Background: an optimization exercise with open tools, aiming at small area and a short achievable clock period. Do not read the settings as production practice. Only simulation tests tie the RTL to the original design; equivalence was not proved. Power figures rest on the tool's default switching activity, not on a simulated workload.

===== design/flow/run.sh =====
#!/bin/bash
# synth_recipe.tcl (not shown) runs the flow's synth.tcl, then flattens the netlist and writes it again
# the make line also repeats each setting of config.mk as NAME=value (left out here)
make -C /OpenROAD-flow-scripts/flow DESIGN_CONFIG=/design/flow/config.mk WORK_HOME=/design/flow/orfs CLKGATE_MAP_FILE= SYNTH_SCRIPT=/design/flow/synth_recipe.tcl finish

===== design/flow/design.v =====
module video_uut (
    input  wire         clk_i       ,
    input  wire         cen_i       ,
    input  wire         rst_i       ,
    input  wire         vid_sel_i   ,
    input  wire [23:0]  vid_rgb_i   ,
    input  wire [1:0]   vh_blank_i  ,
    input  wire [2:0]   dvh_sync_i  ,
    output wire [2:0]   dvh_sync_o  ,
    output wire [23:0]  vid_rgb_o    
); 
    localparam H_RES = 1920; 
    localparam V_RES = 1080;
    localparam V_MID = V_RES / 2; 
    localparam [23:0] BG_COLOR   = 24'h00_00_00;  
    localparam [23:0] WAVE_COLOR = 24'h00_FF_00;  
    localparam LINE_THICKNESS = 6;   
    localparam ANIM_SPEED     = 1;   
    typedef enum logic [1:0] {
        S_IDLE   = 2'd0,
        S_ATTACK = 2'd1,
        S_HOLD   = 2'd2,
        S_DECAY  = 2'd3
    } state_t;
    reg [23:0]  vid_rgb_d1;
    reg [2:0]   dvh_sync_d1;
    reg [11:0]  x_cnt;
    reg [11:0]  y_cnt;
    reg         prev_de, prev_vs; 
    state_t     current_state;
    reg [7:0]   state_timer;      
    reg [3:0]   global_amp;      
    reg [3:0]   target_amp;      
    reg [5:0]   speed_cnt; 
    reg [15:0]  lfsr; 
    reg [15:0]  phase_ofs; 
    reg [4:0]   freq_1;  
    reg [4:0]   freq_2;  
    logic [15:0] idx_1, idx_2;       
    logic [7:0]  saw_1, saw_2;       
    logic signed [8:0]  tri_1, tri_2;  
    logic signed [10:0] combined_raw; 
    logic signed [12:0] wave_height;
    logic signed [12:0] target_y; 
    logic signed [3:0]  jitter;  
    assign idx_1 = (x_cnt + phase_ofs) * (freq_1);
    assign idx_2 = (x_cnt + phase_ofs) * (freq_2);
    assign saw_1 = idx_1[12:5]; 
    assign saw_2 = idx_2[12:5];
    assign tri_1 = (saw_1 > 127) ? (255 - saw_1) - 64 : saw_1 - 64;
    assign tri_2 = (saw_2 > 127) ? (255 - saw_2) - 64 : saw_2 - 64;
    assign combined_raw = tri_1 + tri_2;
    assign wave_height = (combined_raw * $signed({1'b0, global_amp})) / 2;
    assign jitter   = {1'b0, lfsr[1:0]} - 1; 
    assign target_y = $signed(V_MID) + wave_height + jitter;
    always @(posedge clk_i) begin
        if (rst_i) begin
            current_state <= S_IDLE;
            state_timer   <= 0;
            global_amp    <= 0;
            target_amp    <= 0;
            speed_cnt     <= 0;
            lfsr          <= 16'hACE1;
            phase_ofs     <= 0;
            freq_1        <= 12;
            freq_2        <= 18;
            x_cnt         <= 0;
            y_cnt         <= 0;
            prev_de       <= 0;
            prev_vs       <= 0;
            vid_rgb_d1    <= 0;
            dvh_sync_d1   <= 0;
        end
        else if(cen_i) begin
            lfsr <= {lfsr[14:0], lfsr[15] ^ lfsr[13] ^ lfsr[12] ^ lfsr[10]};
            prev_vs <= dvh_sync_i[1];
            if (dvh_sync_i[1] && !prev_vs) begin 
                if (speed_cnt >= ANIM_SPEED) begin 
                    speed_cnt <= 0;
                    case (current_state)
                        S_IDLE: begin
                            global_amp <= 0;
                            if (state_timer == 0) begin
                                current_state <= S_ATTACK;
                                phase_ofs <= lfsr;  
                                if (lfsr[3:0] < 4) target_amp <= 5; 
                                else if (lfsr[3:0] > 10) target_amp <= 10;
                                else target_amp <= lfsr[3:0];
                                freq_1 <= {1'b0, lfsr[3:0]} + 10;  
                                freq_2 <= {1'b0, lfsr[7:4]} + 14; 
                            end
                            else state_timer <= state_timer - 1;
                        end
                        S_ATTACK: begin
                            if (global_amp >= target_amp) begin
                                current_state <= S_HOLD;
                                state_timer   <= {lfsr[4:0], 2'b00};  
                            end
                            else global_amp <= global_amp + 2;  
                        end
                        S_HOLD: begin
                            if (state_timer == 0) current_state <= S_DECAY;
                            else begin
                                state_timer <= state_timer - 1;
                                if (lfsr[1:0] == 2'b11) freq_1 <= freq_1 + 1;
                                if (lfsr[2:0] == 3'b000 && target_amp < 10) target_amp <= target_amp + 1;
                                if (lfsr[2:0] == 3'b111 && target_amp > 3)  target_amp <= target_amp - 1;
                                if (global_amp < target_amp) global_amp <= global_amp + 1;
                                if (global_amp > target_amp) global_amp <= global_amp - 1;
                            end
                        end
                        S_DECAY: begin
                            if (global_amp <= 1) begin  
                                global_amp    <= 0;
                                current_state <= S_IDLE;
                                state_timer   <= {lfsr[5:0], 2'b00};  
                            end
                            else global_amp <= global_amp - 1;
                        end
                    endcase
                end 
                else speed_cnt <= speed_cnt + 1;
            end
            prev_de <= dvh_sync_i[2]; 
            if (dvh_sync_i[1]) begin 
                y_cnt <= 0; x_cnt <= 0;
            end 
            else if (dvh_sync_i[2]) begin
                x_cnt <= x_cnt + 1;
            end 
            else if (prev_de && !dvh_sync_i[2]) begin
                y_cnt <= y_cnt + 1; x_cnt <= 0;
            end
            if ( (y_cnt >= (target_y - (LINE_THICKNESS/2))) && 
                 (y_cnt <  (target_y + (LINE_THICKNESS/2))) ) 
            begin
                vid_rgb_d1 <= WAVE_COLOR; 
            end 
            else begin
                vid_rgb_d1 <= (vid_sel_i) ? BG_COLOR : vid_rgb_i;
            end
            dvh_sync_d1 <= dvh_sync_i;
        end
    end
    assign dvh_sync_o  = dvh_sync_d1;
    assign vid_rgb_o   = vid_rgb_d1;
endmodule

===== design/flow/constraint.sdc =====
create_clock -name core_clock -period 14.0 [get_ports {clk_i}]
set_input_delay 2.8000 -clock core_clock [delete_from_list [all_inputs] [get_ports {clk_i}]]
set_output_delay 2.8000 -clock core_clock [all_outputs]
set_load 0.01 [all_outputs]

===== design/flow/config.mk =====
export PLATFORM = sky130hd
export DESIGN_NAME = video_uut
export DESIGN_NICKNAME = video_uut
export VERILOG_FILES = /design/flow/design.v
export SDC_FILE = /design/flow/constraint.sdc
export NUM_CORES = 4
export LEC_CHECK = 0
export CAP_MARGIN = 20
export CORE_MARGIN = 2
export CORE_UTILIZATION = 40
export SLEW_MARGIN = 20

==> results of run 1 <==
[layer usage]
metal	share of wire (%)	global-route usage, %	wire length (um)	vias to the layer above
met4	1.2	2.93	350	0
met5	0	0	0	-
met3	2.4	2.15	688	24
met1	49	23.3	13900	4970
met2	48	29.1	13700	113
li1	-	-	-	5325
[flip-flops by register name (all words and copies together) (netlist names), 5 cells and up]
| signal | flops |
|---|---|
| y_cnt | 12 |
| speed_cnt | 6 |
| lfsr | 16 |
| x_cnt | 12 |
| vid_rgb_d1 | 24 |
| state_timer | 8 |
| freq_1 | 5 |
| phase_ofs | 13 |
[logic make-up after synthesis]
kind of cell    Yosys count
compound gates          269
xor+xnor                117
fa+ha+maj               227
buf+inv                 221
flops                   113
mux                      19
simple gates            533
[worst max-delay path, delay by kind of cell (launching register included)]
family,cells,cell delay (ns)
xor gates and xnor gates,7,1.45
and+or+nand+nor,10,1.97
muxes,1,0.19
adders and majority gates,15,5.05
AOI/OAI and AO/OA,19,3.71
buffers and inverters,8,0.72
DFF,1,0.32
[area by class of cell]
cell class / instances / area (um^2)
flip-flops and latches: 113 / 2260
fillers: 2809 / 14900
repair buffers: 166 / 1410
multi-input cells: 1168 / 10000
clock inverters: 8 / 150
clock buffers: 23 / 498
well taps: 396 / 495
inverters: 168 / 631
[layout by cell type (no fill, tap or decap), types with 18 or more instances in the layout]
cell             netlist  final
inv_1                167    159
nand2_1              144    143
ha_1                 151    124
nor2_1               125    120
dfxtp_1              113    111
buf_4                  2    103
and2_1                93     80
a21oi_1               84     72
fa_1                  76     72
clkdlybuf4s50_1        0     55
xor2_1                53     51
xnor2_1               58     44
o21ai_0               44     38
nor3_1                26     24
ha_4                   0     24
nand2b_1              24     23
nand3_1               20     20
nor2b_1               20     19
mux2i_1               18     18
[power by group]
group,internal [W],switching (W)
Sequential,0.000333,0.0000147
Clock,0.000321,0.000153
Combinational,0.000146,0.000165
[metrics by stage]
| step | hold slack, ns | utilization (%) | setup WS (ns) | setup TNS, ns |
|---|---|---|---|---|
| 2_1_floorplan | 0.438 | - | 0.698 | 0 |
| 3_3_place_gp | 0.448 | 45.3 | -0.291 | -6.68 |
| 3_5_place_dp | 0.453 | 45.4 | -0.320 | -7.02 |
| 4_1_cts | 0.465 | 47.8 | 0.0255 | 0 |
| 5_1_grt | 0.477 | 50.9 | -0.119 | -2.46 |
| 6_report | 0.461 | 50.9 | 0.456 | 0 |
[worst max path at each step]
stage          startpoint             end  cells past startpoint
3_5_place_dp     x_cnt[0]  vid_rgb_d1[20]                     61
4_1_cts          x_cnt[0]  vid_rgb_d1[20]                     62
5_1_grt          x_cnt[2]  vid_rgb_d1[17]                     59
3_3_place_gp     x_cnt[0]   vid_rgb_d1[6]                     63
6_report         x_cnt[1]  vid_rgb_d1[18]                     60
2_1_floorplan    x_cnt[0]   vid_rgb_d1[6]                     61
[repair_timing]
item / 4_1_cts / 5_1_grt
setup endpoints to repair: 24 / 24
setup buffers: 5 / 18
pin swaps: 5 / 112
gates cloned: 1 / 2
hold endpoints to repair: 0 / 0
gates resized for setup: 11 / 141
==> impl_metrics.yaml, run 1 <==
placement:
  port-buffer-count: 57
  dp.cells: 1986
  post_dp_cell_area_mm2: 0.0138
  dp_hpwl_um: 21100
  place.gp.congestion: 0.808
routing:
  drt-total-wl_um: 28600
  routed_via_density: 5.11
  drc_errors: 0
  ant_nets: 0
  first_pass_iters: 5
  num_vias: 10400
  first_iter_violations: 450
  wl_per_cell_um: 14.0
synthesis:
  synth_fa_ha_area_share_pct: 27.7
  seq_area_frac_synth_pct: 18.4
  synthMuxAreaShare_pct: 1.55
  yosys_register_bits: 113
  syn_inst: 1499
  synth.distinct_cells: 80
  synthSimpleGateAreaFrac_pct: 21.5
  ys_warn_count: 1
  synth-xor-area-share_pct: 8.79
  synth.top_cell.area_share_pct: 18.4
  synth_top_family_by_area: "adder cells"
  avgSynthCellArea_um2: 8.21
  ys.flop_type: "dfxtp_1"
  synth.cell_area_mm2: 0.0123
  synthTopCellsByCount: "inv_1, ha_1, nand2_1"
  synth_compound_area_share_pct: 15.1
  synth-edff-count: 0
  syn-num-nets: 1759
  synth.most_common_cell: "inv_1"
  async_flop_share_pct: 0
  yosysTopAreaCell: "dfxtp_1"
  netlist_top_cells_area: "dfxtp_1, ha_1, fa_1"
global_route:
  grt_pass1_vias: 9980
  grt_max_degree: 65
  antenna_found_initial: 0
  grt.total_usage_pct: 17.0
  overflow: 0
  grt_pass1_wl_um: 46700
timing:
  slew_headroom_pct: 21.3
  finalHoldViolations: 0
  skew_ns: 0.00820
  worst_pin_slew_ns: 1.18
  maxSlewViolCount: 0
  setup_viol: 0
  fmax_mhz: 73.8
  period_share_pct: 96.7
  finalCriticalPeriod_ns: 13.54
clocking:
  ctsLongestPathBuffers: 2
  root_buffer: "clkbuf_16"
  ctsHoldBuffers: 0
  clk_latency_ns: 0.42
  cts_tree: "done"
  clock_sinks: 113
  path_clk_slew_ns: 0.05
  cts_made_buffers: 17
  htree_num_levels: 4
critical_path:
  reg2reg_slack_ns: 0.46
  worstRegToRegCells: 60
  r2r_start: "x_cnt[1]"
  critPathSlowestCell: "fa_1"
  crit_path_end_kind: "flop"
  reg2reg_to: "vid_rgb_d1[18]"
  cp_max_fo: 6
  max_stage_delay_ns: 0.54
  cp_data_arrival_time_ns: 13.85
  required_ns: 14.30
  criticalPathCategory: "flop to flop"
  cp-start-kind: "flop"
power:
  ir_drop_v: 0.0000922
  leakagePower_nw: 6.96
  total_power_w: 0.00113
  cellPowerDensity_mw_per_mm2: 73.1
layout:
  stdcell_count: 2042
  fin_area_mm2: 0.0155
  antenna_cells: 0
  syn_to_final_growth_pct: 25.8
  nets: 1894
  drive_gt1_share_pct: 17.5
floorplan:
  fp.coreArea_mm2: 0.0304
  fp.dieH_um: 179
  initial_core_util_pct: 40.5
  rows: 64
  dieArea_mm2: 0.0322
  ios: 60
  die_w_um: 179
min_path:
  hp-start: "vid_rgb_d1[7]"
  hold_path_end: "vid_rgb_d1[7]"
  hold_path_class: "flop to flop"
  whs_path_depth: 1
run_status:
  status: "complete, no violations"
flow_run:
  cap_violations: 0
==> inputs of run 2 (changes only) <==
==> design/flow/design.v (replaced) <==
module video_uut (
    input  wire         clk_i       ,
    input  wire         cen_i       ,
    input  wire         rst_i       ,
    input  wire         vid_sel_i   ,
    input  wire [23:0]  vid_rgb_i   ,
    input  wire [1:0]   vh_blank_i  ,
    input  wire [2:0]   dvh_sync_i  ,
    output wire [2:0]   dvh_sync_o  ,
    output wire [23:0]  vid_rgb_o
);
    localparam [1:0] S_IDLE = 2'd0, S_ATTACK = 2'd1, S_HOLD = 2'd2, S_DECAY = 2'd3;
    reg [23:0] vid_rgb_d1;
    reg [2:0]  dvh_sync_d1;
    reg [11:0] x_cnt, y_cnt;
    reg        prev_de, prev_vs;
    reg [1:0]  state;
    reg [7:0]  timer;
    reg [3:0]  amp, tamp;
    reg        spd;            
    reg [15:0] lfsr;
    reg [12:0] phase;          
    reg [4:0]  freq_1, freq_2;
    wire [12:0] s_x   = {1'b0, x_cnt} + phase;
    wire [12:0] idx_1 = s_x * freq_1;
    wire [12:0] idx_2 = s_x * freq_2;
    wire [6:0]  t_1 = idx_1[11:5] ^ {7{idx_1[12]}};
    wire [6:0]  t_2 = idx_2[11:5] ^ {7{idx_2[12]}};
    wire [7:0]  sum = t_1 + t_2;                  
    wire [11:0] q    = sum * amp;
    wire        corr = ~sum[7] & sum[0] & amp[0];
    wire signed [13:0] kbase = $signed({4'b0, 10'd536 | {8'd0, lfsr[1:0]}}) - $signed({4'b0, amp, 6'b0});
    wire signed [13:0] tline = kbase + $signed({3'b0, q[11:1]}) + $signed({13'b0, corr});
    wire signed [13:0] diff  = $signed({2'b0, y_cnt}) - tline;
    wire draw = ~tline[13] & ~diff[13] & (diff < 14'sd6);
    wire vs_rise = dvh_sync_i[1] & ~prev_vs;
    always @(posedge clk_i) begin
        if (rst_i) begin
            state <= S_IDLE; timer <= 0; amp <= 0; tamp <= 0; spd <= 0;
            lfsr <= 16'hACE1; phase <= 0; freq_1 <= 5'd12; freq_2 <= 5'd18;
            x_cnt <= 0; y_cnt <= 0; prev_de <= 0; prev_vs <= 0;
            vid_rgb_d1 <= 0; dvh_sync_d1 <= 0;
        end else if (cen_i) begin
            lfsr <= {lfsr[14:0], lfsr[15] ^ lfsr[13] ^ lfsr[12] ^ lfsr[10]};
            prev_vs <= dvh_sync_i[1];
            if (vs_rise) begin
                spd <= ~spd;
                if (spd) begin
                    case (state)
                        S_IDLE: begin
                            if (timer == 0) begin
                                state <= S_ATTACK;
                                phase <= lfsr[12:0];
                                if (lfsr[3:0] < 4) tamp <= 5;
                                else if (lfsr[3:0] > 10) tamp <= 10;
                                else tamp <= lfsr[3:0];
                                freq_1 <= {1'b0, lfsr[3:0]} + 5'd10;
                                freq_2 <= {1'b0, lfsr[7:4]} + 5'd14;
                            end else timer <= timer - 1;
                        end
                        S_ATTACK: begin
                            if (amp >= tamp) begin
                                state <= S_HOLD;
                                timer <= {1'b0, lfsr[4:0], 2'b00};
                            end else amp <= amp + 2;
                        end
                        S_HOLD: begin
                            if (timer == 0) state <= S_DECAY;
                            else begin
                                timer <= timer - 1;
                                if (lfsr[1:0] == 2'b11) freq_1 <= freq_1 + 1;
                                if (lfsr[2:0] == 3'b000 && tamp < 10) tamp <= tamp + 1;
                                if (lfsr[2:0] == 3'b111 && tamp > 3)  tamp <= tamp - 1;
                                if (amp < tamp) amp <= amp + 1;
                                if (amp > tamp) amp <= amp - 1;
                            end
                        end
                        S_DECAY: begin
                            if (amp <= 1) begin
                                amp <= 0;
                                state <= S_IDLE;
                                timer <= {lfsr[5:0], 2'b00};
                            end else amp <= amp - 1;
                        end
                    endcase
                end
            end
            prev_de <= dvh_sync_i[2];
            if (dvh_sync_i[1]) begin
                y_cnt <= 0; x_cnt <= 0;
            end else if (dvh_sync_i[2]) begin
                x_cnt <= x_cnt + 1;
            end else if (prev_de) begin
                y_cnt <= y_cnt + 1; x_cnt <= 0;
            end
            if (draw) vid_rgb_d1 <= 24'h00FF00;
            else      vid_rgb_d1 <= vid_sel_i ? 24'h0 : vid_rgb_i;
            dvh_sync_d1 <= dvh_sync_i;
        end
    end
    assign dvh_sync_o = dvh_sync_d1;
    assign vid_rgb_o  = vid_rgb_d1;
endmodule
==> run 2 against run 1 <==
Effect of this change:
- cell area decreased by 23%
- clock power decreased by 49%
- clock-buffer cell count decreased by 14
- utilization decreased by 6.1 points
- synthesized area decreased by 12%
- maximum frequency increased by 4.3%
- worst setup slack improved by 0.55 ns
- synthesized cell count decreased by 10%
- via count decreased by 14%
==> impl_metrics.yaml, run 2 <==
timing:
  fmax_mhz: 77.0
  skew_ns: 0.00985
  rsz0062_at_grt: "false"
  setup_viol: 0
  slew_headroom_pct: 34.4
  tns_ns: 0
  period_share_pct: 92.8
  finalHoldViolations: 0
  maxSlewViolCount: 0
  worst_pin_slew_ns: 0.977
  finalCriticalPeriod_ns: 12.99
critical_path:
  criticalPathCategory: "flop to flop"
  cp_max_fo: 15
  critPathSlowestCell: "or4b_2"
  reg2reg_to: "vid_rgb_d1[21]"
  r2r_start: "x_cnt[0]"
  reg2reg_slack_ns: 1.01
  crit_path_end_kind: "flop"
  cp-start-kind: "flop"
  required_ns: 14.27
  cp_data_arrival_time_ns: 13.27
  max_stage_delay_ns: 0.70
  worstRegToRegCells: 55
placement:
  port-buffer-count: 57
  dp.cells: 1697
  dp_hpwl_um: 18500
  place.gp.congestion: 0.797
synthesis:
  synth.top_cell.area_share_pct: 19.9
  syn-num-nets: 1547
  yosys_register_bits: 108
  yosysTopAreaCell: "dfxtp_1"
  synth.most_common_cell: "nand2_1"
  ys.flop_type: "dfxtp_1"
  netlist_top_cells_area: "dfxtp_1, fa_1, ha_1"
  avgSynthCellArea_um2: 8.10
  async_flop_share_pct: 0
  synth.distinct_cells: 70
  synthTopCellsByCount: "nand2_1, inv_1, dfxtp_1"
  ys_warn_count: 1
  seq_area_frac_synth_pct: 19.9
  synth-edff-count: 0
  synth.cell_area_mm2: 0.0109
  syn_inst: 1342
clocking:
  cts-resized-gates: 0
  path_clk_slew_ns: 0.08
  cts_tree: "done"
  clock_sinks: 108
  cts_made_buffers: 9
  postCtsSetupBuffers: 0
  root_buffer: "clkbuf_16"
  ctsHoldBuffers: 0
  ctsLongestPathBuffers: 2
  htree_num_levels: 3
  clk_latency_ns: 0.35
global_route:
  grt_max_degree: 70
  grt_pass1_wl_um: 41200
  antenna_found_initial: 0
  overflow: 0
  grt_pass1_vias: 8490
  grt.total_usage_pct: 17.2
routing:
  routed_via_density: 5.23
  num_vias: 8945
  first_iter_violations: 385
  first_pass_iters: 5
  drc_errors: 0
  wl_per_cell_um: 14.1
  drt-total-wl_um: 24100
  ant_nets: 0
min_path:
  hold_path_end: "vid_rgb_d1[6]"
  hp-start: "vid_rgb_d1[6]"
  hold_path_class: "flop to flop"
  whs_path_depth: 2
floorplan:
  die_w_um: 169
  fp.dieH_um: 169
  rows: 60
  ios: 60
  initial_core_util_pct: 40.5
  dieArea_mm2: 0.0285
  fp.coreArea_mm2: 0.0268
layout:
  final_cell_mix: "nand2_1, inv_1, dfxtp_1"
  largest_reg_flops: 24
  nets: 1572
  drive_gt1_share_pct: 5.69
  largestRegisters: "vid_rgb_d1: 24 flops, lfsr: 16 flops"
  largest_register: "vid_rgb_d1"
  stdcell_count: 1711
  layout_commonest_cell: "nand2_1"
  antenna_cells: 0
  syn_to_final_growth_pct: 10.5
run_status:
  status: "complete, no violations"
power:
  leakagePower_nw: 5.36
  ir_drop_v: 0.0000495
  cellPowerDensity_mw_per_mm2: 55.5
flow_run:
  cap_violations: 0
==> run 2: per-layer routing <==
metal | share of wire [%] | global-route usage (%) | vias up
li1 | - | - | 4568
met3 | 3.2 | 1.85 | 17
met4 | 1.0 | 3.64 | 0
met2 | 45 | 28.1 | 128
met5 | 0 | 0 | -
met1 | 51 | 24.8 | 4232
==> run 2: critical path, delay by kind of cell (launching register included) <==
kind | cells | cell delay, ns
simple gates | 11 | 1.99
flops | 1 | 0.43
xor+xnor | 7 | 1.61
buf+inv | 7 | 0.50
compound gates | 16 | 2.91
fa+ha+maj | 14 | 5.46
==> run 2: kinds of logic after synthesis <==
| logic type | share of synthesized area (%) |
|---|---|
| AND/OR/NAND/NOR | 22.9 |
| flip-flops | 19.9 |
| AO/OA/AOI/OAI | 15.8 |
| buffers and inverters | 6.47 |
| multiplexers | 1.84 |
| adder cells (fa/ha/maj) | 24.5 |
| XOR/XNOR | 8.52 |
==> run 2: report_power, final <==
| group | switching, W | total (W) | internal (W) |
|---|---|---|---|
| Clock | 0.000118 | 0.000241 | 0.000122 |
| Sequential | 0.0000117 | 0.000328 | 0.000316 |
| Combinational | 0.0000518 | 0.0000976 | 0.0000458 |
==> run 2: how the worst max path moves through the flow <==
stage,from,endpoint,slack [ns]
after floorplan,x_cnt[0],vid_rgb_d1[16],1.84
after detailed placement,x_cnt[0],vid_rgb_d1[21],0.97
final,x_cnt[0],vid_rgb_d1[21],1.01
after CTS,x_cnt[0],vid_rgb_d1[21],0.92
after global routing,x_cnt[2],vid_rgb_d1[7],0.01
after global placement,x_cnt[0],vid_rgb_d1[17],1.09
==> run 2: metrics by stage <==
| stage | util (%) | total power, W | instance area, um^2 | hold slack [ns] | worst slack (ns) |
|---|---|---|---|---|---|
| global placement | 43.8 | 0.000432 | 11700 | 0.434 | 1.09 |
| global route | 44.8 | 0.000701 | 12000 | 0.489 | 0.0113 |
| detailed placement | 43.8 | 0.000434 | 11700 | 0.447 | 0.970 |
| finish | 44.8 | 0.000666 | 12000 | 0.456 | 1.01 |
| floorplan | - | 0.000398 | 10900 | 0.440 | 1.84 |
| CTS | 44.8 | 0.000678 | 12000 | 0.460 | 0.924 |
==> run 2: area by class of cell <==
class / instances / area, um^2
Fill cell: 2705 / 14800
Multi-Input combinational cell: 1050 / 8000
Sequential cell: 108 / 2160
Timing Repair Buffer: 70 / 658
Inverter: 128 / 480
Tap cell: 341 / 427
Clock buffer: 9 / 225
Clock inverter: 5 / 47.5

==> separate check: timing with driven ports <==
Ports are ideal in the flow. The routed layouts listed here were re-timed in OpenROAD. Step 1 sets driving cells, clkbuf_16 on the clock port and buf_2 on the other inputs (assumed; they add their load-dependent delay and slew). Step 2 moves the port delays by t, midway between the first and last clock arrival at a register: inputs arrive t later, outputs are due t later. That takes back most of the time a late clock gives input paths. a / b / c = ideal / step 1 / step 2; a / b = the first two.
run | t (ns) | setup slack, ns | worst hold slack (ns) | worst slew at a driven data input, ns
run 1 | 0.454 | 0.456 / 0.456 / 0.456 | 0.461 / 0.461 / 0.461 | 0.04
run 2 | 0.383 | 1.009 / 1.009 / 1.009 | 0.456 / 0.456 / 0.456 | 0.04
After both steps every run listed still meets setup and hold.
